Source: an optimization exercise on an open RTL-to-GDS flow (aim: small area and a short achievable clock period). Production flows keep margins and buffers that such runs may drop.
Where RTL was checked, it was by simulation tests only, not by an equivalence proof against the original.
Function not checked in runs 2 and 3: the RTL went through the layout flow alone.

### flow/run.sh
#!/bin/bash
set -euo pipefail
sed 's/yosys synth -nofsm -noshare/yosys synth -nofsm -noshare -noabc/' synth_recipe.tcl > my_synth.tcl
bash standard.sh "SYNTH_SCRIPT=$PWD/my_synth.tcl" "BUFFER_PORTS_ARGS=-buffer_cell sky130_fd_sc_hd__buf_1" finish > standard.log 2>&1
### standard.sh
#!/bin/bash
# synth_recipe.tcl (not shown) runs the flow's synth.tcl, then flattens the netlist and writes it again
# the make line also repeats each setting of config.mk as NAME=value (left out here)
make -C /OpenROAD-flow-scripts/flow DESIGN_CONFIG=/design/flow/config.mk WORK_HOME=/design/flow/orfs CLKGATE_MAP_FILE= SYNTH_SCRIPT=/design/flow/synth_recipe.tcl "${@:-finish}"
### config.mk
export PLATFORM = sky130hd
export DESIGN_NAME = MAC_25
export DESIGN_NICKNAME = MAC_25
export VERILOG_FILES = /design/flow/design.v
export SDC_FILE = /design/flow/constraint.sdc
export NUM_CORES = 4
export LEC_CHECK = 0
export CAP_MARGIN = 20
export CORE_MARGIN = 2
export CORE_UTILIZATION = 40
export SETUP_SLACK_MARGIN = 2.5
export SLEW_MARGIN = 20
### constraint.sdc
create_clock -name core_clock -period 12.0 [get_ports {sys_clk}]
set_input_delay 2.4000 -clock core_clock [delete_from_list [all_inputs] [get_ports {sys_clk}]]
set_output_delay 2.4000 -clock core_clock [all_outputs]
set_load 0.01 [all_outputs]
### design.v
module MAC_25(
    input         sys_clk,
    input         sys_en,
    input         rst_n,
    input  [7:0]  data_in_a,
    input         sign_data_in_a,
    input  [7:0]  data_in_b,
    output [15:0] mul_output,
    output [24:0] mac_output
);
    wire [64:0] pp;
    wire [15:0] ra, rb, prod;
    wire [24:0] acc_next;
    reg  [24:0] acc;
    mac_pp u_pp(.data_in_a(data_in_a), .sign_data_in_a(sign_data_in_a), .data_in_b(data_in_b), .pp(pp));
    mac_tree u_tree(.pp(pp), .ra(ra), .rb(rb));
    mac_cpa u_cpa(.ra(ra), .rb(rb), .prod(prod));
    mac_acc u_acc(.sys_en(sys_en), .acc(acc), .prod(prod), .acc_next(acc_next));
    assign mul_output = prod;
    always @(posedge sys_clk or negedge rst_n) begin
        if (!rst_n)
            acc <= 25'd0;
        else
            acc <= acc_next;
    end
    assign mac_output = acc;
endmodule
module mac_pp(input [7:0] data_in_a, input sign_data_in_a, input [7:0] data_in_b, output [64:0] pp);
    wire [7:0] a = data_in_a;
    wire       t = sign_data_in_a;
    wire       bz = |data_in_b[6:0];
    wire [7:0] bp = {data_in_b[7] & bz, data_in_b[6:0]} ^ {8{t}};
    wire       sel1 = data_in_b[0];
    wire       sel2 = t & ~data_in_b[0];
    wire pp0_0 = (~sel1 | ~a[0]);
    wire pp0_1 = (~sel1 | ~a[1]) & (~sel2 | ~a[0]);
    wire pp0_2 = (~sel1 | ~a[2]) & (~sel2 | ~a[1]);
    wire pp0_3 = (~sel1 | ~a[3]) & (~sel2 | ~a[2]);
    wire pp0_4 = (~sel1 | ~a[4]) & (~sel2 | ~a[3]);
    wire pp0_5 = (~sel1 | ~a[5]) & (~sel2 | ~a[4]);
    wire pp0_6 = (~sel1 | ~a[6]) & (~sel2 | ~a[5]);
    wire pp0_7 = (~sel1 | ~a[7]) & (~sel2 | ~a[6]);
    wire pp0_8 = (~sel2 | ~a[7]);
    wire pp1_0 = ~a[0] | ~bp[1];
    wire pp1_1 = ~a[1] | ~bp[1];
    wire pp1_2 = ~a[2] | ~bp[1];
    wire pp1_3 = ~a[3] | ~bp[1];
    wire pp1_4 = ~a[4] | ~bp[1];
    wire pp1_5 = ~a[5] | ~bp[1];
    wire pp1_6 = ~a[6] | ~bp[1];
    wire pp1_7 = ~a[7] | ~bp[1];
    wire pp2_0 = ~a[0] | ~bp[2];
    wire pp2_1 = ~a[1] | ~bp[2];
    wire pp2_2 = ~a[2] | ~bp[2];
    wire pp2_3 = ~a[3] | ~bp[2];
    wire pp2_4 = ~a[4] | ~bp[2];
    wire pp2_5 = ~a[5] | ~bp[2];
    wire pp2_6 = ~a[6] | ~bp[2];
    wire pp2_7 = ~a[7] | ~bp[2];
    wire pp3_0 = ~a[0] | ~bp[3];
    wire pp3_1 = ~a[1] | ~bp[3];
    wire pp3_2 = ~a[2] | ~bp[3];
    wire pp3_3 = ~a[3] | ~bp[3];
    wire pp3_4 = ~a[4] | ~bp[3];
    wire pp3_5 = ~a[5] | ~bp[3];
    wire pp3_6 = ~a[6] | ~bp[3];
    wire pp3_7 = ~a[7] | ~bp[3];
    wire pp4_0 = ~a[0] | ~bp[4];
    wire pp4_1 = ~a[1] | ~bp[4];
    wire pp4_2 = ~a[2] | ~bp[4];
    wire pp4_3 = ~a[3] | ~bp[4];
    wire pp4_4 = ~a[4] | ~bp[4];
    wire pp4_5 = ~a[5] | ~bp[4];
    wire pp4_6 = ~a[6] | ~bp[4];
    wire pp4_7 = ~a[7] | ~bp[4];
    wire pp5_0 = ~a[0] | ~bp[5];
    wire pp5_1 = ~a[1] | ~bp[5];
    wire pp5_2 = ~a[2] | ~bp[5];
    wire pp5_3 = ~a[3] | ~bp[5];
    wire pp5_4 = ~a[4] | ~bp[5];
    wire pp5_5 = ~a[5] | ~bp[5];
    wire pp5_6 = ~a[6] | ~bp[5];
    wire pp5_7 = ~a[7] | ~bp[5];
    wire pp6_0 = ~a[0] | ~bp[6];
    wire pp6_1 = ~a[1] | ~bp[6];
    wire pp6_2 = ~a[2] | ~bp[6];
    wire pp6_3 = ~a[3] | ~bp[6];
    wire pp6_4 = ~a[4] | ~bp[6];
    wire pp6_5 = ~a[5] | ~bp[6];
    wire pp6_6 = ~a[6] | ~bp[6];
    wire pp6_7 = ~a[7] | ~bp[6];
    wire nbp7 = ~bp[7];
    wire pp7_0 = a[0] & bp[7];
    wire pp7_1 = a[1] & bp[7];
    wire pp7_2 = a[2] & bp[7];
    wire pp7_3 = a[3] & bp[7];
    wire pp7_4 = a[4] & bp[7];
    wire pp7_5 = a[5] & bp[7];
    wire pp7_6 = a[6] & bp[7];
    wire pp7_7 = a[7] & bp[7];
    assign pp = {pp7_7, pp7_6, pp6_7, pp7_5, pp6_6, pp5_7, pp7_4, pp6_5, pp5_6, pp4_7, pp7_3, pp6_4, pp5_5, pp4_6, pp3_7, pp7_2, pp6_3, pp5_4, pp4_5, pp3_6, pp2_7, pp7_1, pp6_2, pp5_3, pp4_4, pp3_5, pp2_6, pp1_7, pp0_8, pp7_0, pp6_1, pp5_2, pp4_3, pp3_4, pp2_5, pp1_6, pp0_7, pp6_0, pp5_1, pp4_2, pp3_3, pp2_4, pp1_5, pp0_6, pp5_0, pp4_1, pp3_2, pp2_3, pp1_4, pp0_5, pp4_0, pp3_1, pp2_2, pp1_3, pp0_4, pp3_0, pp2_1, pp1_2, pp0_3, pp2_0, pp1_1, pp0_2, pp1_0, pp0_1, pp0_0};
endmodule
module mac_tree(input [64:0] pp, output [15:0] ra, output [15:0] rb);
    wire pp0_0 = pp[0];
    wire pp0_1 = pp[1];
    wire pp1_0 = pp[2];
    wire pp0_2 = pp[3];
    wire pp1_1 = pp[4];
    wire pp2_0 = pp[5];
    wire pp0_3 = pp[6];
    wire pp1_2 = pp[7];
    wire pp2_1 = pp[8];
    wire pp3_0 = pp[9];
    wire pp0_4 = pp[10];
    wire pp1_3 = pp[11];
    wire pp2_2 = pp[12];
    wire pp3_1 = pp[13];
    wire pp4_0 = pp[14];
    wire pp0_5 = pp[15];
    wire pp1_4 = pp[16];
    wire pp2_3 = pp[17];
    wire pp3_2 = pp[18];
    wire pp4_1 = pp[19];
    wire pp5_0 = pp[20];
    wire pp0_6 = pp[21];
    wire pp1_5 = pp[22];
    wire pp2_4 = pp[23];
    wire pp3_3 = pp[24];
    wire pp4_2 = pp[25];
    wire pp5_1 = pp[26];
    wire pp6_0 = pp[27];
    wire pp0_7 = pp[28];
    wire pp1_6 = pp[29];
    wire pp2_5 = pp[30];
    wire pp3_4 = pp[31];
    wire pp4_3 = pp[32];
    wire pp5_2 = pp[33];
    wire pp6_1 = pp[34];
    wire pp7_0 = pp[35];
    wire pp0_8 = pp[36];
    wire pp1_7 = pp[37];
    wire pp2_6 = pp[38];
    wire pp3_5 = pp[39];
    wire pp4_4 = pp[40];
    wire pp5_3 = pp[41];
    wire pp6_2 = pp[42];
    wire pp7_1 = pp[43];
    wire pp2_7 = pp[44];
    wire pp3_6 = pp[45];
    wire pp4_5 = pp[46];
    wire pp5_4 = pp[47];
    wire pp6_3 = pp[48];
    wire pp7_2 = pp[49];
    wire pp3_7 = pp[50];
    wire pp4_6 = pp[51];
    wire pp5_5 = pp[52];
    wire pp6_4 = pp[53];
    wire pp7_3 = pp[54];
    wire pp4_7 = pp[55];
    wire pp5_6 = pp[56];
    wire pp6_5 = pp[57];
    wire pp7_4 = pp[58];
    wire pp5_7 = pp[59];
    wire pp6_6 = pp[60];
    wire pp7_5 = pp[61];
    wire pp6_7 = pp[62];
    wire pp7_6 = pp[63];
    wire pp7_7 = pp[64];
    wire s1 = pp0_2 ^ pp1_1 ^ pp2_0;
    wire c2 = (pp0_2 & pp1_1) | (pp0_2 & pp2_0) | (pp1_1 & pp2_0);
    wire s3 = pp0_3 ^ pp1_2 ^ pp2_1;
    wire c4 = (pp0_3 & pp1_2) | (pp0_3 & pp2_1) | (pp1_2 & pp2_1);
    wire s5 = pp3_0 ^ c2 ^ s3;
    wire c6 = (pp3_0 & c2) | (pp3_0 & s3) | (c2 & s3);
    wire s7 = pp0_4 ^ pp1_3 ^ pp2_2;
    wire c8 = (pp0_4 & pp1_3) | (pp0_4 & pp2_2) | (pp1_3 & pp2_2);
    wire s9 = pp3_1 ^ pp4_0 ^ c4;
    wire c10 = (pp3_1 & pp4_0) | (pp3_1 & c4) | (pp4_0 & c4);
    wire s11 = s7 ^ c6 ^ s9;
    wire c12 = (s7 & c6) | (s7 & s9) | (c6 & s9);
    wire s13 = pp0_5 ^ pp1_4 ^ pp2_3;
    wire c14 = (pp0_5 & pp1_4) | (pp0_5 & pp2_3) | (pp1_4 & pp2_3);
    wire s15 = pp3_2 ^ pp4_1 ^ pp5_0;
    wire c16 = (pp3_2 & pp4_1) | (pp3_2 & pp5_0) | (pp4_1 & pp5_0);
    wire s17 = c8 ^ s13 ^ s15;
    wire c18 = (c8 & s13) | (c8 & s15) | (s13 & s15);
    wire s19 = c10 ^ s17 ^ c12;
    wire c20 = (c10 & s17) | (c10 & c12) | (s17 & c12);
    wire s21 = pp0_6 ^ pp1_5 ^ pp2_4;
    wire c22 = (pp0_6 & pp1_5) | (pp0_6 & pp2_4) | (pp1_5 & pp2_4);
    wire s23 = pp3_3 ^ pp4_2 ^ pp5_1;
    wire c24 = (pp3_3 & pp4_2) | (pp3_3 & pp5_1) | (pp4_2 & pp5_1);
    wire s25 = pp6_0 ^ c14 ^ c16;
    wire c26 = (pp6_0 & c14) | (pp6_0 & c16) | (c14 & c16);
    wire s27 = s21 ^ s23 ^ c18;
    wire c28 = (s21 & s23) | (s21 & c18) | (s23 & c18);
    wire s29 = s25 ^ s27 ^ c20;
    wire c30 = (s25 & s27) | (s25 & c20) | (s27 & c20);
    wire s31 = 1'b0 ^ pp0_7 ^ pp1_6;
    wire c32 = (1'b0 & pp0_7) | (1'b0 & pp1_6) | (pp0_7 & pp1_6);
    wire s33 = pp2_5 ^ pp3_4 ^ pp4_3;
    wire c34 = (pp2_5 & pp3_4) | (pp2_5 & pp4_3) | (pp3_4 & pp4_3);
    wire s35 = pp5_2 ^ pp6_1 ^ c22;
    wire c36 = (pp5_2 & pp6_1) | (pp5_2 & c22) | (pp6_1 & c22);
    wire s37 = c24 ^ s31 ^ s33;
    wire c38 = (c24 & s31) | (c24 & s33) | (s31 & s33);
    wire s39 = c26 ^ pp7_0 ^ s35;
    wire c40 = (c26 & pp7_0) | (c26 & s35) | (pp7_0 & s35);
    wire s41 = s37 ^ c28 ^ s39;
    wire c42 = (s37 & c28) | (s37 & s39) | (c28 & s39);
    wire s43 = pp0_8 ^ pp1_7 ^ pp2_6;
    wire c44 = (pp0_8 & pp1_7) | (pp0_8 & pp2_6) | (pp1_7 & pp2_6);
    wire s45 = pp3_5 ^ pp4_4 ^ pp5_3;
    wire c46 = (pp3_5 & pp4_4) | (pp3_5 & pp5_3) | (pp4_4 & pp5_3);
    wire s47 = pp6_2 ^ c32 ^ c34;
    wire c48 = (pp6_2 & c32) | (pp6_2 & c34) | (c32 & c34);
    wire s49 = s43 ^ s45 ^ c36;
    wire c50 = (s43 & s45) | (s43 & c36) | (s45 & c36);
    wire s51 = c38 ^ pp7_1 ^ s47;
    wire c52 = (c38 & pp7_1) | (c38 & s47) | (pp7_1 & s47);
    wire s53 = c40 ^ s49 ^ s51;
    wire c54 = (c40 & s49) | (c40 & s51) | (s49 & s51);
    wire s55 = pp2_7 ^ pp3_6 ^ pp4_5;
    wire c56 = (pp2_7 & pp3_6) | (pp2_7 & pp4_5) | (pp3_6 & pp4_5);
    wire s57 = pp5_4 ^ pp6_3 ^ c44;
    wire c58 = (pp5_4 & pp6_3) | (pp5_4 & c44) | (pp6_3 & c44);
    wire s59 = c46 ^ s55 ^ c48;
    wire c60 = (c46 & s55) | (c46 & c48) | (s55 & c48);
    wire s61 = pp7_2 ^ s57 ^ c50;
    wire c62 = (pp7_2 & s57) | (pp7_2 & c50) | (s57 & c50);
    wire s63 = c52 ^ s59 ^ s61;
    wire c64 = (c52 & s59) | (c52 & s61) | (s59 & s61);
    wire s65 = pp3_7 ^ pp4_6 ^ pp5_5;
    wire c66 = (pp3_7 & pp4_6) | (pp3_7 & pp5_5) | (pp4_6 & pp5_5);
    wire s67 = pp6_4 ^ c56 ^ s65;
    wire c68 = (pp6_4 & c56) | (pp6_4 & s65) | (c56 & s65);
    wire s69 = c58 ^ pp7_3 ^ s67;
    wire c70 = (c58 & pp7_3) | (c58 & s67) | (pp7_3 & s67);
    wire s71 = c60 ^ s69 ^ c62;
    wire c72 = (c60 & s69) | (c60 & c62) | (s69 & c62);
    wire s73 = pp4_7 ^ pp5_6 ^ pp6_5;
    wire c74 = (pp4_7 & pp5_6) | (pp4_7 & pp6_5) | (pp5_6 & pp6_5);
    wire s75 = c66 ^ s73 ^ c68;
    wire c76 = (c66 & s73) | (c66 & c68) | (s73 & c68);
    wire s77 = pp7_4 ^ c70 ^ s75;
    wire c78 = (pp7_4 & c70) | (pp7_4 & s75) | (c70 & s75);
    wire s79 = pp5_7 ^ pp6_6 ^ c74;
    wire c80 = (pp5_7 & pp6_6) | (pp5_7 & c74) | (pp6_6 & c74);
    wire s81 = pp7_5 ^ s79 ^ c76;
    wire c82 = (pp7_5 & s79) | (pp7_5 & c76) | (s79 & c76);
    wire s83 = pp6_7 ^ c80 ^ pp7_6;
    wire c84 = (pp6_7 & c80) | (pp6_7 & pp7_6) | (c80 & pp7_6);
    assign ra = {1'b0, pp7_7, s83, c78, s77, c64, c54, c42, s41, s29, s19, s11, s5, s1, pp0_1, pp0_0};
    assign rb = {1'b1, c84, c82, s81, c72, s71, s63, s53, c30, 1'b1, 1'b1, 1'b1, 1'b1, 1'b1, pp1_0, 1'b1};
endmodule
module mac_cpa(input [15:0] ra, input [15:0] rb, output [15:0] prod);
    wire [15:0] g85 = ra & rb;
    wire [15:0] p86 = ra ^ rb;
    wire g87 = ra[0] | rb[0];
    wire G88 = g85[1] | (p86[1] & g87);
    wire P89 = p86[1] & p86[0];
    wire G90 = g85[3] | (p86[3] & g85[2]);
    wire P91 = p86[3] & p86[2];
    wire G92 = g85[5] | (p86[5] & g85[4]);
    wire P93 = p86[5] & p86[4];
    wire G94 = g85[7] | (p86[7] & g85[6]);
    wire P95 = p86[7] & p86[6];
    wire G96 = g85[9] | (p86[9] & g85[8]);
    wire P97 = p86[9] & p86[8];
    wire G98 = g85[11] | (p86[11] & g85[10]);
    wire P99 = p86[11] & p86[10];
    wire G100 = g85[13] | (p86[13] & g85[12]);
    wire P101 = p86[13] & p86[12];
    wire G102 = g85[15] | (p86[15] & g85[14]);
    wire P103 = p86[15] & p86[14];
    wire G104 = g85[2] | (p86[2] & G88);
    wire P105 = p86[2] & P89;
    wire G106 = G90 | (P91 & G88);
    wire P107 = P91 & P89;
    wire G108 = g85[6] | (p86[6] & G92);
    wire P109 = p86[6] & P93;
    wire G110 = G94 | (P95 & G92);
    wire P111 = P95 & P93;
    wire G112 = g85[10] | (p86[10] & G96);
    wire P113 = p86[10] & P97;
    wire G114 = G98 | (P99 & G96);
    wire P115 = P99 & P97;
    wire G116 = g85[14] | (p86[14] & G100);
    wire P117 = p86[14] & P101;
    wire G118 = G102 | (P103 & G100);
    wire P119 = P103 & P101;
    wire G120 = g85[4] | (p86[4] & G106);
    wire P121 = p86[4] & P107;
    wire G122 = G92 | (P93 & G106);
    wire P123 = P93 & P107;
    wire G124 = G108 | (P109 & G106);
    wire P125 = P109 & P107;
    wire G126 = G110 | (P111 & G106);
    wire P127 = P111 & P107;
    wire G128 = g85[12] | (p86[12] & G114);
    wire P129 = p86[12] & P115;
    wire G130 = G100 | (P101 & G114);
    wire P131 = P101 & P115;
    wire G132 = G116 | (P117 & G114);
    wire P133 = P117 & P115;
    wire G134 = G118 | (P119 & G114);
    wire P135 = P119 & P115;
    wire G136 = g85[8] | (p86[8] & G126);
    wire P137 = p86[8] & P127;
    wire G138 = G96 | (P97 & G126);
    wire P139 = P97 & P127;
    wire G140 = G112 | (P113 & G126);
    wire P141 = P113 & P127;
    wire G142 = G114 | (P115 & G126);
    wire P143 = P115 & P127;
    wire G144 = G128 | (P129 & G126);
    wire P145 = P129 & P127;
    wire G146 = G130 | (P131 & G126);
    wire P147 = P131 & P127;
    wire G148 = G132 | (P133 & G126);
    wire P149 = P133 & P127;
    wire G150 = G134 | (P135 & G126);
    wire P151 = P135 & P127;
    assign prod = ~(p86 ^ {G148, G146, G144, G142, G140, G138, G136, G126, G124, G122, G120, G106, G104, G88, g87, 1'b1});
endmodule
module mac_acc(input sys_en, input [24:0] acc, input [15:0] prod, output [24:0] acc_next);
    wire [15:0] pg = prod & {16{sys_en}};
    wire cy16;
    wire [15:0] lo_sum;
    wire [15:0] g152 = acc[15:0] & pg;
    wire [15:0] p153 = acc[15:0] ^ pg;
    wire G154 = g152[1] | (p153[1] & g152[0]);
    wire G155 = g152[2] | (p153[2] & G154);
    wire G156 = g152[3] | (p153[3] & G155);
    wire G157 = g152[4] | (p153[4] & G156);
    wire G158 = g152[5] | (p153[5] & G157);
    wire G159 = g152[6] | (p153[6] & G158);
    wire G160 = g152[7] | (p153[7] & G159);
    wire G161 = g152[9] | (p153[9] & g152[8]);
    wire P162 = p153[9] & p153[8];
    wire G163 = g152[11] | (p153[11] & g152[10]);
    wire P164 = p153[11] & p153[10];
    wire G165 = g152[13] | (p153[13] & g152[12]);
    wire P166 = p153[13] & p153[12];
    wire G167 = g152[15] | (p153[15] & g152[14]);
    wire P168 = p153[15] & p153[14];
    wire G169 = g152[10] | (p153[10] & G161);
    wire P170 = p153[10] & P162;
    wire G171 = G163 | (P164 & G161);
    wire P172 = P164 & P162;
    wire G173 = g152[14] | (p153[14] & G165);
    wire P174 = p153[14] & P166;
    wire G175 = G167 | (P168 & G165);
    wire P176 = P168 & P166;
    wire G177 = g152[12] | (p153[12] & G171);
    wire P178 = p153[12] & P172;
    wire G179 = G165 | (P166 & G171);
    wire P180 = P166 & P172;
    wire G181 = G173 | (P174 & G171);
    wire P182 = P174 & P172;
    wire G183 = G175 | (P176 & G171);
    wire P184 = P176 & P172;
    wire G185 = g152[8] | (p153[8] & G160);
    wire G186 = G161 | (P162 & G160);
    wire G187 = G169 | (P170 & G160);
    wire G188 = G171 | (P172 & G160);
    wire G189 = G177 | (P178 & G160);
    wire G190 = G179 | (P180 & G160);
    wire G191 = G181 | (P182 & G160);
    wire G192 = G183 | (P184 & G160);
    assign lo_sum = p153 ^ {G191, G190, G189, G188, G187, G186, G185, G160, G159, G158, G157, G156, G155, G154, g152[0], 1'b0};
    assign cy16 = G192;
    assign acc_next[15:0] = lo_sum;
    wire inc = cy16 & ~pg[15];
    wire dec = pg[15] & ~cy16;
    wire [8:0] hi = acc[24:16];
    wire [8:0] ones, zeros;
    assign ones[0] = 1'b1;
    assign zeros[0] = 1'b1;
    assign ones[1] = ones[0] & hi[0];
    assign zeros[1] = zeros[0] & ~hi[0];
    assign ones[2] = ones[1] & hi[1];
    assign zeros[2] = zeros[1] & ~hi[1];
    assign ones[3] = ones[2] & hi[2];
    assign zeros[3] = zeros[2] & ~hi[2];
    assign ones[4] = ones[3] & hi[3];
    assign zeros[4] = zeros[3] & ~hi[3];
    assign ones[5] = ones[4] & hi[4];
    assign zeros[5] = zeros[4] & ~hi[4];
    assign ones[6] = ones[5] & hi[5];
    assign zeros[6] = zeros[5] & ~hi[5];
    assign ones[7] = ones[6] & hi[6];
    assign zeros[7] = zeros[6] & ~hi[6];
    assign ones[8] = ones[7] & hi[7];
    assign zeros[8] = zeros[7] & ~hi[7];
    assign acc_next[24:16] = hi ^ (({9{inc}} & ones) | ({9{dec}} & zeros));
endmodule
==> results.py, run 1 <==
metrics = {
    "outcome": {
        "status": "no timing/DRC/antenna violations",
    },
    "timing": {
        "clock.fmax_mhz": 109.3,
        "relSlewSlack": 0.6073,
        "tns_ns": 0,
        "setup_violations": 0,
        "whs_ns": 0.4852,
        "hold_viol": 0,
        "drv_slew": 0,
        "worst_slew_pin_slew_ns": 0.5891,
        "rsz0062_at_grt": "no",
        "period_needed_ns": 9.147,
        "period_share": 0.7622,
        "fin_skew_ns": 0.006278,
    },
    "floorplanning": {
        "die_h_um": 93.05,
        "start_util": 0.4126,
        "dieArea_mm2": 0.008657,
        "design.portCount": 61,
        "num_rows": 32,
        "die_w_um": 93.05,
        "core_mm2": 0.007687,
    },
    "drt": {
        "drt-total-wl_mm": 6.474,
        "vias": 2342,
        "drtAntennaViolNets": 0,
        "drt_iter0_markers": 65,
        "drt-wirelength-per-cell_um": 13.77,
        "drcViolationCount": 0,
        "via_per_inst": 4.983,
        "dr.pass1.iters": 4,
    },
    "placement": {
        "portBuffers": 60,
        "gp_congestion": 0.8112,
        "hpwlAfterDp_mm": 5.326,
    },
    "logic_synthesis": {
        "synth_seq_area_share": 0.1972,
        "synth_area_mm2": 0.003172,
        "synth_edf_count": 0,
        "postSynthAreaPerCell_um2": 9.974,
        "synth_cells": 318,
        "ys.flop_type": "dfrtp_1",
        "yosys-top-cells-area": "fa_1 32%, dfrtp_1 20%, ha_1 9.1%",
        "yosysTopAreaCellShare": 0.3156,
        "yosys.area.top_type": "fa_1",
        "ys_ff_latch": 25,
        "yosysWarningCount": 1,
        "synthDistinctLibCells": 42,
        "syn-num-nets": 411,
        "ys_async_sr_fraction": 1.000,
    },
    "min_path": {
        "hp-class": "reg -> reg",
        "hold_path_end": "acc[24]",
        "min_path_cells": 1,
        "hold_start": "acc[24]",
    },
    "finish": {
        "nFillCells": 763,
        "nets": 462,
        "final_cell_mix": "64 x nand2_1, 57 x buf_1, 50 x fa_1, 25 x dfrtp_1, 23 x ha_1",
        "largest_reg_flops": 25,
        "synthToLayoutAreaGrowth_pct": 13.77,
        "mostFrequentLayoutCell": "nand2_1",
        "reg_top3": "acc (25)",
        "n_antenna_cell": 0,
        "drive_above_1_share": 0.07609,
        "largest-register": "acc",
    },
    "critical_path": {
        "required_ns": 9.60,
        "r2r-start": "acc[0]",
        "arrival_ns": 6.75,
        "r2r-end": "acc[24]",
        "crit_path_end_kind": "output pin",
        "worstSetupPathType": "in -> out",
        "start_kind": "primary input",
        "regToRegSetupSlack_ns": 5.78,
        "reg2regPathDepth": 19,
        "critPathMaxFanout": 15,
    },
    "cts": {
        "cts.path.max_buffers": 2,
        "insertion_delay_ns": 0.27,
        "htree_levels": 1,
        "cts_tree": "built",
        "clock-sinks": 25,
        "cts-buffers-inserted": 3,
        "clkTransAtPathRegs_ns": 0.08,
        "clockRootBuffer": "clkbuf_8",
    },
    "global_route": {
        "antenna_found_initial": 0,
        "grt_max_degree": 26,
        "overflow": 0,
        "grt_pass1_wl_mm": 11.09,
        "grt_pass1_vias": 2346,
        "track_usage": 0.1612,
    },
    "run": {
        "cap_violations": 0,
    },
}
-- worst max-delay path by stage --
stage / from / endpoint / slack (ns) / cells after the start
floorplan: sign_data_in_a / acc[24] / 2.51 / 26
global placement: sign_data_in_a / acc[24] / 2.14 / 24
detailed placement: sign_data_in_a / acc[24] / 1.94 / 23
CTS: sign_data_in_a / mul_output[13] / 2.54 / 14
global route: sign_data_in_a / acc[24] / 2.51 / 24
finish: sign_data_in_a / mul_output[13] / 2.85 / 14
-- cell families (layout without fill, tap and decap cells) --
kind of cell	Yosys count	in the layout	synth area share
muxes	2	2	0.006312
buffers and inverters	23	73	0.03156
DFF	25	25	0.1972
AOI/OAI and AO/OA	40	40	0.08324
xor gates and xnor gates	31	31	0.08797
and+or+nand+nor	124	124	0.1874
adders and majority gates	73	73	0.4063
-- worst max-delay path, stage by stage --
cell and delay, ns:
buf_6 0.22, xor2_4 0.26, nand2_1 0.13, fa_1 0.47
fa_1 0.39, fa_1 0.39, fa_1 0.47, fa_1 0.49
ha_1 0.36, a21o_1 0.17, a21oi_1 0.34, o21ai_0 0.15
o31ai_1 0.30, buf_1 0.19
-- cells in the mapped netlist (2+ instances only) --
library cell  instances
a31o_2                3
and3_1                3
mux2i_1               2
buf_1                 2
or2_2                 2
dfrtp_1              25
nand2b_1              2
a21o_1                5
a21oi_1              15
buf_2                 2
nor3_1                2
o21ai_0               6
inv_1                 6
xnor2_1              18
nor2_1               17
ha_1                 23
nand2_1              64
nor2b_1               9
xor2_1               12
and2_1               16
clkbuf_1             10
fa_1                 50
buf_4                 3
a31oi_1               3
-- through the flow --
step	utilization	cells	area [um^2]	setup slack (ns)
global route	0.4694	470	3608	2.515
floorplan	-	318	3179	2.515
finish	0.4694	470	3608	2.853
global placement	0.4504	464	3462	2.135
CTS	0.4657	468	3580	2.544
detailed placement	0.4504	464	3462	1.940
-- layout make-up --
class,count,area [um^2],area share
inverters,6,22.52,0.006241
multi-input cells,270,2530,0.7011
well taps,102,127.6,0.03537
repair buffers,63,257.7,0.07143
clock buffers,4,45.04,0.01248
flip-flops and latches,25,625.6,0.1734
-- per-layer routing --
layer,vias up,GRT usage,part of all wire,routed length (um)
met5,-,0,0,0
met4,0,0.02083,0.0068,44
met3,4,0.02579,0.042,272
met2,47,0.2717,0.50,3258
met1,1157,0.2270,0.45,2899
li1,1134,-,-,-
-- what timing repair did --
item / in CTS / in global routing
pin swaps: 0 / 1
endpoints found under the hold margin: 0 / 0
hold buffers: 0 / 0
gates resized for setup: 12 / 6
buffers inserted: 0 / 2
endpoints found under the setup margin: 11 / 9
==> run 2, diff against run 1 <==
--- a/design.v
+++ b/design.v
@@ -336,40 +336,30 @@
     wire G158 = g152[5] | (p153[5] & G157);
     wire G159 = g152[6] | (p153[6] & G158);
     wire G160 = g152[7] | (p153[7] & G159);
-    wire G161 = g152[9] | (p153[9] & g152[8]);
-    wire P162 = p153[9] & p153[8];
+    wire G161 = g152[8] | (p153[8] & G160);
+    wire G162 = g152[9] | (p153[9] & G161);
     wire G163 = g152[11] | (p153[11] & g152[10]);
     wire P164 = p153[11] & p153[10];
     wire G165 = g152[13] | (p153[13] & g152[12]);
     wire P166 = p153[13] & p153[12];
     wire G167 = g152[15] | (p153[15] & g152[14]);
     wire P168 = p153[15] & p153[14];
-    wire G169 = g152[10] | (p153[10] & G161);
-    wire P170 = p153[10] & P162;
-    wire G171 = G163 | (P164 & G161);
-    wire P172 = P164 & P162;
-    wire G173 = g152[14] | (p153[14] & G165);
-    wire P174 = p153[14] & P166;
-    wire G175 = G167 | (P168 & G165);
-    wire P176 = P168 & P166;
-    wire G177 = g152[12] | (p153[12] & G171);
-    wire P178 = p153[12] & P172;
-    wire G179 = G165 | (P166 & G171);
-    wire P180 = P166 & P172;
-    wire G181 = G173 | (P174 & G171);
-    wire P182 = P174 & P172;
-    wire G183 = G175 | (P176 & G171);
-    wire P184 = P176 & P172;
-    wire G185 = g152[8] | (p153[8] & G160);
-    wire G186 = G161 | (P162 & G160);
-    wire G187 = G169 | (P170 & G160);
-    wire G188 = G171 | (P172 & G160);
-    wire G189 = G177 | (P178 & G160);
-    wire G190 = G179 | (P180 & G160);
-    wire G191 = G181 | (P182 & G160);
-    wire G192 = G183 | (P184 & G160);
-    assign lo_sum = p153 ^ {G191, G190, G189, G188, G187, G186, G185, G160, G159, G158, G157, G156, G155, G154, g152[0], 1'b0};
-    assign cy16 = G192;
+    wire G169 = g152[12] | (p153[12] & G163);
+    wire P170 = p153[12] & P164;
+    wire G171 = G165 | (P166 & G163);
+    wire P172 = P166 & P164;
+    wire G173 = g152[14] | (p153[14] & G171);
+    wire P174 = p153[14] & P172;
+    wire G175 = G167 | (P168 & G171);
+    wire P176 = P168 & P172;
+    wire G177 = g152[10] | (p153[10] & G162);
+    wire G178 = G163 | (P164 & G162);
+    wire G179 = G169 | (P170 & G162);
+    wire G180 = G171 | (P172 & G162);
+    wire G181 = G173 | (P174 & G162);
+    wire G182 = G175 | (P176 & G162);
+    assign lo_sum = p153 ^ {G181, G180, G179, G178, G177, G162, G161, G160, G159, G158, G157, G156, G155, G154, g152[0], 1'b0};
+    assign cy16 = G182;
     assign acc_next[15:0] = lo_sum;
     wire inc = cy16 & ~pg[15];
     wire dec = pg[15] & ~cy16;
==> run 2 against run 1 <==
Compared with the run above:
- still clean
- count of clock-buffer cells in the layout is the same
- sequential share of layout area shrank 0.24 points
- area after synthesis shrank 0.75%
- hold slack lost 0.0083 ns
- wire length shrank 2.7%
- largest cell class unchanged
==> results.py, run 2 <==
metrics = {
    "timing": {
        "rsz0062_at_grt": "yes",
        "hold_viol": 0,
        "drv_slew": 0,
        "tns_ns": 0,
        "period_needed_ns": 9.275,
        "setup_ws_ns": 2.725,
        "worst_slew_pin_slew_ns": 0.6758,
        "relSlewSlack": 0.5480,
        "fin_skew_ns": 0.009234,
        "setup_violations": 0,
        "clock.fmax_mhz": 107.8,
        "period_share": 0.7729,
    },
    "global_route": {
        "antenna_found_initial": 0,
        "overflow": 0,
        "grt_pass1_vias": 2254,
        "grt_max_degree": 26,
        "grt_pass1_wl_mm": 10.83,
        "track_usage": 0.1546,
    },
    "cts": {
        "cts-buffers-inserted": 3,
        "cts_tree": "built",
        "cts.path.max_buffers": 2,
        "clkTransAtPathRegs_ns": 0.08,
        "clock-sinks": 25,
        "clockRootBuffer": "clkbuf_8",
        "insertion_delay_ns": 0.27,
        "ctsHoldBuffers": 0,
        "htree_levels": 1,
    },
    "drt": {
        "via_per_inst": 5.021,
        "drt_iter0_markers": 127,
        "drcViolationCount": 0,
        "vias": 2350,
        "drtAntennaViolNets": 0,
        "drt-total-wl_mm": 6.300,
        "drt-wirelength-per-cell_um": 13.46,
        "dr.pass1.iters": 4,
    },
    "logic_synthesis": {
        "yosysTopAreaCellShare": 0.3307,
        "synth_seq_area_share": 0.1987,
        "yosysMostFrequentCell": "nand2_1",
        "synth_area_mm2": 0.003148,
        "yosys-top-cells-count": "68 x nand2_1, 52 x fa_1, 25 x dfrtp_1",
        "yosys-top-cells-area": "fa_1 33%, dfrtp_1 20%, ha_1 8.3%",
        "synthDistinctLibCells": 38,
        "yosys.area.top_type": "fa_1",
        "ys.flop_type": "dfrtp_1",
        "syn-num-nets": 403,
        "synth_cells": 310,
        "yosysWarningCount": 1,
        "ys_async_sr_fraction": 1.000,
        "ys_ff_latch": 25,
        "postSynthAreaPerCell_um2": 10.15,
        "synth_edf_count": 0,
    },
    "critical_path": {
        "critPathSlowestCell": "fa_1",
        "cp-startpoint": "sign_data_in_a",
        "crit_top_cell": "fa_1",
        "worstSetupPathType": "in -> out",
        "arrival_ns": 6.87,
        "worstPathCellList": "buf_12 > xor2_4 > buf_4 > buf_4 > nand2_1 > fa_1 > fa_1 > fa_1 > fa_1 > fa_1 > ha_1 > o211ai_1 > a31oi_2 > a31oi_1 > o21ba_2 > xor2_1 > buf_1",
        "critPathTopFamily": "adder cells",
        "start_kind": "primary input",
        "worst-path-stages": 17,
        "required_ns": 9.60,
        "crit_buf_inv": 4,
        "crit_path_end_kind": "output pin",
        "critPathMaxFanout": 15,
        "r2r-start": "acc[0]",
        "regToRegSetupSlack_ns": 5.61,
        "crit_path_end": "mul_output[14]",
        "reg2regPathDepth": 20,
        "critical_path.max_stage_delay_ns": 0.50,
        "r2r-end": "acc[24]",
    },
    "placement": {
        "placed_cells": 456,
        "gp_congestion": 0.8390,
        "hpwlAfterDp_mm": 5.218,
        "portBuffers": 60,
        "place_ws_ns": 1.703,
    },
    "finish": {
        "largest-register": "acc",
        "reg_top3": "acc (25)",
        "largest_reg_flops": 25,
        "synthToLayoutAreaGrowth_pct": 16.22,
        "final_cell_mix": "68 x nand2_1, 53 x buf_1, 46 x fa_1, 25 x dfrtp_1, 20 x ha_1",
        "drive_above_1_share": 0.1175,
        "fin_util": 0.4759,
        "n_antenna_cell": 0,
        "final_cells": 468,
        "nFillCells": 770,
        "mostFrequentLayoutCell": "nand2_1",
        "nets": 460,
    },
    "outcome": {
        "status": "no timing/DRC/antenna violations",
    },
    "floorplanning": {
        "die_w_um": 92.72,
        "num_rows": 32,
        "core_mm2": 0.007687,
        "die_h_um": 92.72,
        "design.portCount": 61,
        "dieArea_mm2": 0.008596,
        "start_util": 0.4095,
    },
    "min_path": {
        "hp-class": "reg -> reg",
    },
    "run": {
        "cap_violations": 0,
    },
}
run 2: cell types whose count changed in the layout (fill, tap and decap cells not counted), sizes merged, moves of 3 or more:
cell    delta
nor2       -3
nor3       +3
a31o       -3
clkbuf     +4
nand2      +4
o21ai      -3
run 2: layout make-up:
cell class	count	area, um^2	area share
sequential	25	625.6	0.1710
clock buffer	4	45.04	0.01231
multi-input combinational	261	2515	0.6874
inverter	7	26.28	0.007182
tap	102	127.6	0.03488
timing repair buffer	69	319.1	0.08721
run 2: kinds of logic (layout without fill, tap and decap cells):
group	after synthesis	in the layout	synth area share
AO/OA/AOI/OAI	30	30	0.06479
multiplexers	4	4	0.01272
adder cells (fa/ha/maj)	73	73	0.4141
AND/OR/NAND/NOR	124	124	0.1908
flip-flops	25	25	0.1987
buffers and inverters	24	80	0.03299
XOR/XNOR	30	30	0.08585
run 2: worst min path at each step:
stage	from	to	slack, ns	cells past startpoint
global route	acc[24]	acc[24]	0.52	1
CTS	acc[24]	acc[24]	0.49	1
detailed placement	acc[24]	acc[24]	0.47	1
finish	acc[24]	acc[24]	0.48	1
floorplan	acc[24]	acc[24]	0.51	1
global placement	acc[24]	acc[24]	0.47	1
run 2: per-layer routing:
metal	global-route usage	routed length, um	vias up
met5	0	0	-
met4	0.01103	27	0
met3	0.02766	349	5
met2	0.2372	3039	64
met1	0.2404	2884	1175
li1	-	-	1106
run 2: per-stage QoR:
stage / hold slack (ns) / instance area (um^2)
after floorplan: 0.5084 / 3197
after global placement: 0.4713 / 3471
after detailed placement: 0.4698 / 3471
after CTS: 0.4866 / 3555
after global routing: 0.5215 / 3659
final: 0.4769 / 3659
run 2: timing repair:
action / in CTS / in global routing
endpoints found under the setup margin: 14 / 7
pin swaps: 0 / 9
gates resized for setup: 10 / 16
buffers inserted: 0 / 8
==> run 3, diff against run 2 <==
--- a/design.v
+++ b/design.v
@@ -204,8 +204,8 @@
     wire c36 = (pp5_2 & pp6_1) | (pp5_2 & c22) | (pp6_1 & c22);
     wire s37 = c24 ^ s31 ^ s33;
     wire c38 = (c24 & s31) | (c24 & s33) | (s31 & s33);
-    wire s39 = c26 ^ pp7_0 ^ s35;
-    wire c40 = (c26 & pp7_0) | (c26 & s35) | (pp7_0 & s35);
+    wire s39 = pp7_0 ^ c26 ^ s35;
+    wire c40 = (pp7_0 & c26) | (pp7_0 & s35) | (c26 & s35);
     wire s41 = s37 ^ c28 ^ s39;
     wire c42 = (s37 & c28) | (s37 & s39) | (c28 & s39);
     wire s43 = pp0_8 ^ pp1_7 ^ pp2_6;
@@ -214,44 +214,44 @@
     wire c46 = (pp3_5 & pp4_4) | (pp3_5 & pp5_3) | (pp4_4 & pp5_3);
     wire s47 = pp6_2 ^ c32 ^ c34;
     wire c48 = (pp6_2 & c32) | (pp6_2 & c34) | (c32 & c34);
-    wire s49 = s43 ^ s45 ^ c36;
-    wire c50 = (s43 & s45) | (s43 & c36) | (s45 & c36);
-    wire s51 = c38 ^ pp7_1 ^ s47;
-    wire c52 = (c38 & pp7_1) | (c38 & s47) | (pp7_1 & s47);
-    wire s53 = c40 ^ s49 ^ s51;
-    wire c54 = (c40 & s49) | (c40 & s51) | (s49 & s51);
+    wire s49 = s43 ^ s45 ^ pp7_1;
+    wire c50 = (s43 & s45) | (s43 & pp7_1) | (s45 & pp7_1);
+    wire s51 = c36 ^ c38 ^ s47;
+    wire c52 = (c36 & c38) | (c36 & s47) | (c38 & s47);
+    wire s53 = s49 ^ c40 ^ s51;
+    wire c54 = (s49 & c40) | (s49 & s51) | (c40 & s51);
     wire s55 = pp2_7 ^ pp3_6 ^ pp4_5;
     wire c56 = (pp2_7 & pp3_6) | (pp2_7 & pp4_5) | (pp3_6 & pp4_5);
     wire s57 = pp5_4 ^ pp6_3 ^ c44;
     wire c58 = (pp5_4 & pp6_3) | (pp5_4 & c44) | (pp6_3 & c44);
-    wire s59 = c46 ^ s55 ^ c48;
-    wire c60 = (c46 & s55) | (c46 & c48) | (s55 & c48);
-    wire s61 = pp7_2 ^ s57 ^ c50;
-    wire c62 = (pp7_2 & s57) | (pp7_2 & c50) | (s57 & c50);
-    wire s63 = c52 ^ s59 ^ s61;
-    wire c64 = (c52 & s59) | (c52 & s61) | (s59 & s61);
+    wire s59 = c46 ^ s55 ^ pp7_2;
+    wire c60 = (c46 & s55) | (c46 & pp7_2) | (s55 & pp7_2);
+    wire s61 = c48 ^ s57 ^ c50;
+    wire c62 = (c48 & s57) | (c48 & c50) | (s57 & c50);
+    wire s63 = s59 ^ c52 ^ s61;
+    wire c64 = (s59 & c52) | (s59 & s61) | (c52 & s61);
     wire s65 = pp3_7 ^ pp4_6 ^ pp5_5;
     wire c66 = (pp3_7 & pp4_6) | (pp3_7 & pp5_5) | (pp4_6 & pp5_5);
     wire s67 = pp6_4 ^ c56 ^ s65;
     wire c68 = (pp6_4 & c56) | (pp6_4 & s65) | (c56 & s65);
-    wire s69 = c58 ^ pp7_3 ^ s67;
-    wire c70 = (c58 & pp7_3) | (c58 & s67) | (pp7_3 & s67);
+    wire s69 = pp7_3 ^ c58 ^ s67;
+    wire c70 = (pp7_3 & c58) | (pp7_3 & s67) | (c58 & s67);
     wire s71 = c60 ^ s69 ^ c62;
     wire c72 = (c60 & s69) | (c60 & c62) | (s69 & c62);
     wire s73 = pp4_7 ^ pp5_6 ^ pp6_5;
     wire c74 = (pp4_7 & pp5_6) | (pp4_7 & pp6_5) | (pp5_6 & pp6_5);
-    wire s75 = c66 ^ s73 ^ c68;
-    wire c76 = (c66 & s73) | (c66 & c68) | (s73 & c68);
-    wire s77 = pp7_4 ^ c70 ^ s75;
-    wire c78 = (pp7_4 & c70) | (pp7_4 & s75) | (c70 & s75);
+    wire s75 = c66 ^ s73 ^ pp7_4;
+    wire c76 = (c66 & s73) | (c66 & pp7_4) | (s73 & pp7_4);
+    wire s77 = c68 ^ s75 ^ c70;
+    wire c78 = (c68 & s75) | (c68 & c70) | (s75 & c70);
     wire s79 = pp5_7 ^ pp6_6 ^ c74;
     wire c80 = (pp5_7 & pp6_6) | (pp5_7 & c74) | (pp6_6 & c74);
     wire s81 = pp7_5 ^ s79 ^ c76;
     wire c82 = (pp7_5 & s79) | (pp7_5 & c76) | (s79 & c76);
-    wire s83 = pp6_7 ^ c80 ^ pp7_6;
-    wire c84 = (pp6_7 & c80) | (pp6_7 & pp7_6) | (c80 & pp7_6);
-    assign ra = {1'b0, pp7_7, s83, c78, s77, c64, c54, c42, s41, s29, s19, s11, s5, s1, pp0_1, pp0_0};
-    assign rb = {1'b1, c84, c82, s81, c72, s71, s63, s53, c30, 1'b1, 1'b1, 1'b1, 1'b1, 1'b1, pp1_0, 1'b1};
+    wire s83 = pp6_7 ^ pp7_6 ^ c80;
+    wire c84 = (pp6_7 & pp7_6) | (pp6_7 & c80) | (pp7_6 & c80);
+    assign ra = {1'b0, pp7_7, s83, s81, s77, c64, c54, c42, s41, s29, s19, s11, s5, s1, pp0_1, pp0_0};
+    assign rb = {1'b1, c84, c82, c78, c72, s71, s63, s53, c30, 1'b1, 1'b1, 1'b1, 1'b1, 1'b1, pp1_0, 1'b1};
 endmodule
 module mac_cpa(input [15:0] ra, input [15:0] rb, output [15:0] prod);
     wire [15:0] g85 = ra & rb;
@@ -336,30 +336,40 @@
     wire G158 = g152[5] | (p153[5] & G157);
     wire G159 = g152[6] | (p153[6] & G158);
     wire G160 = g152[7] | (p153[7] & G159);
-    wire G161 = g152[8] | (p153[8] & G160);
-    wire G162 = g152[9] | (p153[9] & G161);
+    wire G161 = g152[9] | (p153[9] & g152[8]);
+    wire P162 = p153[9] & p153[8];
     wire G163 = g152[11] | (p153[11] & g152[10]);
     wire P164 = p153[11] & p153[10];
     wire G165 = g152[13] | (p153[13] & g152[12]);
     wire P166 = p153[13] & p153[12];
     wire G167 = g152[15] | (p153[15] & g152[14]);
     wire P168 = p153[15] & p153[14];
-    wire G169 = g152[12] | (p153[12] & G163);
-    wire P170 = p153[12] & P164;
-    wire G171 = G165 | (P166 & G163);
-    wire P172 = P166 & P164;
-    wire G173 = g152[14] | (p153[14] & G171);
-    wire P174 = p153[14] & P172;
-    wire G175 = G167 | (P168 & G171);
-    wire P176 = P168 & P172;
-    wire G177 = g152[10] | (p153[10] & G162);
-    wire G178 = G163 | (P164 & G162);
-    wire G179 = G169 | (P170 & G162);
-    wire G180 = G171 | (P172 & G162);
-    wire G181 = G173 | (P174 & G162);
-    wire G182 = G175 | (P176 & G162);
-    assign lo_sum = p153 ^ {G181, G180, G179, G178, G177, G162, G161, G160, G159, G158, G157, G156, G155, G154, g152[0], 1'b0};
-    assign cy16 = G182;
+    wire G169 = g152[10] | (p153[10] & G161);
+    wire P170 = p153[10] & P162;
+    wire G171 = G163 | (P164 & G161);
+    wire P172 = P164 & P162;
+    wire G173 = g152[14] | (p153[14] & G165);
+    wire P174 = p153[14] & P166;
+    wire G175 = G167 | (P168 & G165);
+    wire P176 = P168 & P166;
+    wire G177 = g152[12] | (p153[12] & G171);
+    wire P178 = p153[12] & P172;
+    wire G179 = G165 | (P166 & G171);
+    wire P180 = P166 & P172;
+    wire G181 = G173 | (P174 & G171);
+    wire P182 = P174 & P172;
+    wire G183 = G175 | (P176 & G171);
+    wire P184 = P176 & P172;
+    wire G185 = g152[8] | (p153[8] & G160);
+    wire G186 = G161 | (P162 & G160);
+    wire G187 = G169 | (P170 & G160);
+    wire G188 = G171 | (P172 & G160);
+    wire G189 = G177 | (P178 & G160);
+    wire G190 = G179 | (P180 & G160);
+    wire G191 = G181 | (P182 & G160);
+    wire G192 = G183 | (P184 & G160);
+    assign lo_sum = p153 ^ {G191, G190, G189, G188, G187, G186, G185, G160, G159, G158, G157, G156, G155, G154, g152[0], 1'b0};
+    assign cy16 = G192;
     assign acc_next[15:0] = lo_sum;
     wire inc = cy16 & ~pg[15];
     wire dec = pg[15] & ~cy16;
==> run 3 against run 2 <==
Compared with the run above:
- sequential share of layout area up 0.44 points
- critical path depth is 3 lower
- maximum frequency is 0.54% higher
- critical endpoint is now mul_output[13]
==> results.py, run 3 <==
metrics = {
    "placement": {
        "portBuffers": 60,
        "hpwlAfterDp_mm": 5.337,
        "placed_cells": 463,
        "gp_congestion": 0.8368,
    },
    "finish": {
        "n_antenna_cell": 0,
        "largest_reg_flops": 25,
        "final_cell_mix": "65 x nand2_1, 58 x buf_1, 50 x fa_1, 25 x dfrtp_1, 23 x ha_1",
        "nets": 459,
        "final_cells": 467,
        "largest-register": "acc",
        "nFillCells": 778,
        "synthToLayoutAreaGrowth_pct": 12.73,
        "drive_above_1_share": 0.06027,
        "mostFrequentLayoutCell": "nand2_1",
        "reg_top3": "acc (25)",
    },
    "drt": {
        "drt_iter0_markers": 46,
        "dr.pass1.iters": 4,
        "drtAntennaViolNets": 0,
        "drcViolationCount": 0,
        "drt-wirelength-per-cell_um": 13.77,
        "drt-total-wl_mm": 6.429,
        "via_per_inst": 5.017,
        "vias": 2343,
    },
    "timing": {
        "period_needed_ns": 9.225,
        "fin_skew_ns": 0.006325,
        "clock.fmax_mhz": 108.4,
        "hold_viol": 0,
        "drv_slew": 0,
        "setup_violations": 0,
        "tns_ns": 0,
        "rsz0062_at_grt": "yes",
        "relSlewSlack": 0.4940,
        "period_share": 0.7688,
        "worst_slew_pin_slew_ns": 0.7564,
    },
    "cts": {
        "cts_resized": 2,
        "htree_levels": 1,
        "cts.path.max_buffers": 2,
        "ctsHoldBuffers": 0,
        "clockRootBuffer": "clkbuf_8",
        "cts_tree": "built",
        "clkTransAtPathRegs_ns": 0.08,
        "clock-sinks": 25,
        "insertion_delay_ns": 0.27,
        "cts-buffers-inserted": 3,
        "postCtsSetupBuffers": 0,
    },
    "logic_synthesis": {
        "synth_edf_count": 0,
        "synth-simple-area-share": 0.1803,
        "synth_top_family_by_area": "adder cells",
        "synth_seq_area_share": 0.1977,
        "yosys-mux-area-fraction": 0.009490,
        "synth-compound-area-share": 0.08541,
        "synth_area_mm2": 0.003164,
        "yosys.area.top_type": "fa_1",
        "postSynthAreaPerCell_um2": 10.01,
        "synthDistinctLibCells": 40,
        "synth_fa_ha_area_frac": 0.4073,
        "yosys-top-cells-count": "65 x nand2_1, 50 x fa_1, 25 x dfrtp_1",
        "ys.flop_type": "dfrtp_1",
        "ys_ff_latch": 25,
        "yosysTopAreaCellShare": 0.3163,
        "ys_async_sr_fraction": 1.000,
        "yosys-top-cells-area": "fa_1 32%, dfrtp_1 20%, ha_1 9.1%",
        "syn-num-nets": 409,
        "synth_cells": 316,
        "synthXorXnorAreaFrac": 0.08818,
        "yosysWarningCount": 1,
        "yosysMostFrequentCell": "nand2_1",
    },
    "global_route": {
        "grt_pass1_vias": 2416,
        "overflow": 0,
        "track_usage": 0.1620,
        "grt_max_degree": 26,
        "antenna_found_initial": 0,
        "grt_pass1_wl_mm": 11.19,
    },
    "critical_path": {
        "r2r-start": "acc[0]",
        "regToRegSetupSlack_ns": 6.07,
        "reg2regPathDepth": 18,
        "required_ns": 9.60,
        "r2r-end": "acc[23]",
        "arrival_ns": 6.83,
        "start_kind": "primary input",
        "crit_path_end_kind": "output pin",
        "worstSetupPathType": "in -> out",
        "critPathMaxFanout": 8,
    },
    "outcome": {
        "status": "no timing/DRC/antenna violations",
    },
    "min_path": {
        "hold_path_end": "acc[24]",
        "hold_start": "acc[24]",
        "hp-class": "reg -> reg",
        "min_path_cells": 1,
    },
    "floorplanning": {
        "dieArea_mm2": 0.008638,
        "die_h_um": 92.94,
        "core_mm2": 0.007687,
        "design.portCount": 61,
        "start_util": 0.4116,
        "num_rows": 32,
        "die_w_um": 92.94,
    },
    "run": {
        "cap_violations": 0,
    },
}
run 3: changes by cell type after synthesis, moves of 2 or more:
cell     previous run  this run
ha_1               21        23
or2_2               1         3
a31o_2              0         3
nor3_1              5         2
fa_1               52        50
a21o_1              3         5
a31oi_1             4         2
o21ai_0             3         6
a21oi_1            13        15
nand2_1            68        65
and2_1             14        16
run 3: kinds of logic (layout without fill, tap and decap cells):
logic type / after synthesis / in the layout
AOI/OAI and AO/OA: 40 / 40
xor gates and xnor gates: 31 / 31
adders and majority gates: 73 / 73
buffers and inverters: 23 / 72
DFF: 25 / 25
muxes: 3 / 3
and+or+nand+nor: 121 / 121
run 3: worst max path at each step:
stage | slack [ns] | end | start
after floorplan | 2.88 | acc[24] | sign_data_in_a
after global placement | 2.14 | acc[24] | sign_data_in_a
after detailed placement | 2.07 | acc[24] | sign_data_in_a
after CTS | 2.52 | mul_output[13] | sign_data_in_a
after global routing | 2.47 | acc[23] | sign_data_in_a
final | 2.77 | mul_output[13] | data_in_b[2]
run 3: stage by stage:
stage	setup WS, ns	hold slack, ns	utilization	area (um^2)
after floorplan	2.880	0.5039	-	3164
after global placement	2.145	0.4598	0.4489	3451
after detailed placement	2.074	0.4617	0.4489	3451
after CTS	2.524	0.4799	0.4559	3505
after global routing	2.471	0.4900	0.4640	3567
final	2.775	0.4768	0.4640	3567
run 3: cell type report:
| type | count | area [um^2] | area share |
|---|---|---|---|
| Multi-Input combinational cell | 268 | 2505 | 0.7022 |
| Sequential cell | 25 | 625.6 | 0.1754 |
| Timing Repair Buffer | 61 | 237.7 | 0.06664 |
| Tap cell | 102 | 127.6 | 0.03578 |
| Clock buffer | 4 | 45.04 | 0.01263 |
| Inverter | 7 | 26.28 | 0.007366 |
run 3: worst max-delay path, cell delays in order:
cell	delay, ns
buf_1	0.14
or4_4	0.55
o41ai_4	0.32
xor2_4	0.30
nor2b_1	0.12
fa_1	0.45
fa_1	0.50
fa_1	0.49
ha_1	0.36
a21o_1	0.17
a21oi_1	0.34
o21ai_0	0.17
o31ai_1	0.31
buf_1	0.19
run 3: layer usage:
metal  track usage  up-vias  routed length (um)
met4       0.03309        0                 112
li1              -     1117                   -
met1        0.2244     1164                2842
met3       0.02685       11                 249
met5             0        -                   0
met2        0.2693       51                3226
==> run 4, diff against run 3 <==
--- a/design.v
+++ b/design.v
@@ -234,10 +234,10 @@
     wire c66 = (pp3_7 & pp4_6) | (pp3_7 & pp5_5) | (pp4_6 & pp5_5);
     wire s67 = pp6_4 ^ c56 ^ s65;
     wire c68 = (pp6_4 & c56) | (pp6_4 & s65) | (c56 & s65);
-    wire s69 = pp7_3 ^ c58 ^ s67;
-    wire c70 = (pp7_3 & c58) | (pp7_3 & s67) | (c58 & s67);
-    wire s71 = c60 ^ s69 ^ c62;
-    wire c72 = (c60 & s69) | (c60 & c62) | (s69 & c62);
+    wire s69 = pp7_3 ^ c58 ^ c60;
+    wire c70 = (pp7_3 & c58) | (pp7_3 & c60) | (c58 & c60);
+    wire s71 = s67 ^ c62 ^ s69;
+    wire c72 = (s67 & c62) | (s67 & s69) | (c62 & s69);
     wire s73 = pp4_7 ^ pp5_6 ^ pp6_5;
     wire c74 = (pp4_7 & pp5_6) | (pp4_7 & pp6_5) | (pp5_6 & pp6_5);
     wire s75 = c66 ^ s73 ^ pp7_4;
@@ -250,8 +250,8 @@
     wire c82 = (pp7_5 & s79) | (pp7_5 & c76) | (s79 & c76);
     wire s83 = pp6_7 ^ pp7_6 ^ c80;
     wire c84 = (pp6_7 & pp7_6) | (pp6_7 & c80) | (pp7_6 & c80);
-    assign ra = {1'b0, pp7_7, s83, s81, s77, c64, c54, c42, s41, s29, s19, s11, s5, s1, pp0_1, pp0_0};
-    assign rb = {1'b1, c84, c82, c78, c72, s71, s63, s53, c30, 1'b1, 1'b1, 1'b1, 1'b1, 1'b1, pp1_0, 1'b1};
+    assign ra = {1'b0, pp7_7, s83, s81, c72, c64, c54, c42, s41, s29, s19, s11, s5, s1, pp0_1, pp0_0};
+    assign rb = {1'b1, c84, c82, c78, s77, s71, s63, s53, c30, 1'b1, 1'b1, 1'b1, 1'b1, 1'b1, pp1_0, 1'b1};
 endmodule
 module mac_cpa(input [15:0] ra, input [15:0] rb, output [15:0] prod);
     wire [15:0] g85 = ra & rb;
==> run 4 against run 3 <==
Compared with the run above:
- critical endpoint is now mul_output[9]
- critical path type unchanged
- register-to-register slack hardly changed
- sequential share of layout area is 0.080 points lower
- largest cell class unchanged
- wire length is 2.8% lower
- still clean on timing, DRC and antenna
==> results.py, run 4 <==
metrics = {
    "cts": {
        "cts_tree": "built",
        "htree_levels": 1,
        "cts.path.max_buffers": 2,
        "insertion_delay_ns": 0.27,
        "clkTransAtPathRegs_ns": 0.08,
        "clock-sinks": 25,
        "clockRootBuffer": "clkbuf_8",
        "postCtsSetupBuffers": 0,
        "cts-buffers-inserted": 3,
    },
    "drt": {
        "drt_iter0_markers": 65,
        "vias": 2345,
        "via_per_inst": 5.021,
        "drtAntennaViolNets": 0,
        "dr.pass1.iters": 4,
        "drcViolationCount": 0,
        "drt-total-wl_mm": 6.249,
        "drt-wirelength-per-cell_um": 13.38,
    },
    "critical_path": {
        "crit_path_end_kind": "output pin",
        "critPathMaxFanout": 15,
        "required_ns": 9.60,
        "start_kind": "primary input",
        "r2r-start": "acc[0]",
        "worstSetupPathType": "in -> out",
        "arrival_ns": 6.79,
        "worstPathCellList": "clkbuf_4 > xor2_4 > nand2_1 > fa_1 > fa_1 > fa_1 > fa_1 > fa_1 > or2_2 > a21o_1 > fa_1 > xnor2_1 > buf_1",
        "regToRegSetupSlack_ns": 6.06,
        "critical_path.max_stage_delay_ns": 0.50,
        "crit_top_cell": "fa_1",
        "critPathSlowestCell": "fa_1",
        "r2r-end": "acc[24]",
        "reg2regPathDepth": 18,
    },
    "global_route": {
        "grt_pass1_wl_mm": 10.94,
        "grt_max_degree": 26,
        "antenna_found_initial": 0,
        "grt_pass1_vias": 2416,
        "overflow": 0,
        "track_usage": 0.1565,
    },
    "logic_synthesis": {
        "yosys-mux-area-fraction": 0.009490,
        "postSynthAreaPerCell_um2": 10.01,
        "syn-num-nets": 409,
        "yosys-top-cells-count": "65 x nand2_1, 50 x fa_1, 25 x dfrtp_1",
        "synth-simple-area-share": 0.1803,
        "ys_ff_latch": 25,
        "synth_edf_count": 0,
        "synth_area_mm2": 0.003164,
        "synth-compound-area-share": 0.08541,
        "synth_seq_area_share": 0.1977,
        "synth_cells": 316,
        "yosysMostFrequentCell": "nand2_1",
        "ys_async_sr_fraction": 1.000,
        "synthDistinctLibCells": 40,
        "yosysTopAreaCellShare": 0.3163,
        "yosys.area.top_type": "fa_1",
        "synth_fa_ha_area_frac": 0.4073,
        "yosysWarningCount": 1,
        "yosys-top-cells-area": "fa_1 32%, dfrtp_1 20%, ha_1 9.1%",
        "synthXorXnorAreaFrac": 0.08818,
        "ys.flop_type": "dfrtp_1",
        "synth_top_family_by_area": "adder cells",
    },
    "min_path": {
        "hp-class": "reg -> reg",
        "hold_start": "acc[24]",
        "min_path_cells": 1,
        "hold_path_end": "acc[24]",
    },
    "timing": {
        "hold_viol": 0,
        "period_needed_ns": 9.194,
        "relSlewSlack": 0.4947,
        "fin_skew_ns": 0.009602,
        "tns_ns": 0,
        "rsz0062_at_grt": "no",
        "setup_violations": 0,
        "worst_slew_pin_slew_ns": 0.7553,
        "drv_slew": 0,
        "period_share": 0.7662,
        "clock.fmax_mhz": 108.8,
    },
    "finish": {
        "mostFrequentLayoutCell": "nand2_1",
        "multi_input_area_mm2": 0.002520,
        "area.sequential_um2": 625.6,
        "n_antenna_cell": 0,
        "fin_area_mm2": 0.003583,
        "drive_above_1_share": 0.06575,
        "largest_reg_flops": 25,
        "nets": 459,
        "largest-register": "acc",
        "reg_top3": "acc (25)",
        "final_cell_mix": "65 x nand2_1, 58 x buf_1, 50 x fa_1, 25 x dfrtp_1, 23 x ha_1",
        "nFillCells": 766,
        "synthToLayoutAreaGrowth_pct": 13.25,
    },
    "floorplanning": {
        "die_w_um": 92.94,
        "num_rows": 32,
        "die_h_um": 92.94,
        "start_util": 0.4116,
        "core_mm2": 0.007687,
        "design.portCount": 61,
        "dieArea_mm2": 0.008638,
    },
    "outcome": {
        "status": "no timing/DRC/antenna violations",
    },
    "placement": {
        "gp_congestion": 0.7863,
        "hpwlAfterDp_mm": 5.242,
        "portBuffers": 60,
        "post_dp_cell_area_mm2": 0.003451,
    },
    "run": {
        "cap_violations": 0,
    },
}
==> run 4: cell types whose count changed in the layout (fill, tap and decap cells not counted) <==
cell | previous run | this run
a21oi_1 | 15 | 14
a21oi_2 | 0 | 1
clkbuf_1 | 1 | 0
clkinv_2 | 0 | 1
xor2_4 | 2 | 3
xor2_2 | 4 | 3
==> run 4: cell type report <==
cell class,instances,area share
Clock buffer,3,0.01152
Clock inverter,1,0.001397
Inverter,7,0.007332
Multi-Input combinational cell,268,0.7032
Sequential cell,25,0.1746
Tap cell,102,0.03561
Timing Repair Buffer,61,0.06634
==> run 4: repair_timing <==
item,CTS,global route
gates cloned,0,0
hold buffers,0,0
setup endpoints to repair,11,11
pin swaps,0,0
resized for setup,1,12
==> run 4: worst max-delay path: cells and delay by family <==
| family | cells | cell delay [ns] |
|---|---|---|
| AND/OR/NAND/NOR | 2 | 0.47 |
| AO/OA/AOI/OAI | 1 | 0.20 |
| adder cells (fa/ha/maj) | 6 | 2.67 |
| buffers and inverters | 2 | 0.52 |
| XOR/XNOR | 2 | 0.51 |
==> run 4: cell families after synthesis <==
logic type | count (synthesis)
mux | 3
buf+inv | 23
compound gates | 40
xor+xnor | 31
fa+ha+maj | 73
simple gates | 121
flops | 25
==> run 4: per-layer routing <==
| layer | vias up | GRT usage | wire length [um] |
|---|---|---|---|
| met5 | - | 0 | 0 |
| met4 | 0 | 0.03554 | 78 |
| met3 | 6 | 0.02604 | 202 |
| met2 | 40 | 0.2675 | 3169 |
| met1 | 1175 | 0.2089 | 2799 |
| li1 | 1124 | - | - |
==> run 4: stage by stage <==
step | instances | hold slack, ns | setup slack [ns] | utilization
final | 467 | 0.4683 | 2.806 | 0.4661
after global routing | 467 | 0.4982 | 2.499 | 0.4661
after CTS | 467 | 0.4725 | 2.502 | 0.4551
after detailed placement | 463 | 0.4583 | 2.084 | 0.4489
after global placement | 463 | 0.4544 | 2.181 | 0.4489
after floorplan | 316 | 0.5039 | 2.880 | -
==> run 4: worst max path at each step <==
stage | from | to | cells after the start
4_1_cts | sign_data_in_a | mul_output[9] | 13
3_5_place_dp | sign_data_in_a | acc[24] | 23
5_1_grt | data_in_b[1] | mul_output[14] | 14
6_report | sign_data_in_a | mul_output[9] | 13
3_3_place_gp | sign_data_in_a | acc[24] | 23
2_1_floorplan | sign_data_in_a | acc[24] | 25

==> afterwards: timing with drivers on the ports <==
In the flow no input, the clock included, has a driving cell. The finished layouts below were timed again as built, in two steps.
Step 1, drivers: a clkbuf_16 drives sys_clk and a buf_2 each remaining input, both assumed.
Step 2, shift: input delay + t, output delay - t, t = (earliest + latest rising clock arrival at the registers) / 2. This alone moves slack from input paths to output paths.
Slacks: no drivers / after step 1 / after step 2; pairs: no drivers / after step 1.
run | t (ns) | setup WS [ns] | worst slew at a driven data input, ns | cell pins on the clock port's net
run 1 | 0.289 | 2.853 / 2.815 / 2.597 | 0.04 | 1
run 2 | 0.290 | 2.725 / 2.662 / 2.520 | 0.06 | 1
run 3 | 0.291 | 2.775 / 2.745 / 2.632 | 0.04 | 1
run 4 | 0.295 | 2.806 / 2.782 / 2.665 | 0.03 | 1
After both steps every run listed still meets setup and hold. For run 1, which loses most, drivers alone change the setup slack by -0.038 ns; drivers and shift together by -0.256 ns.
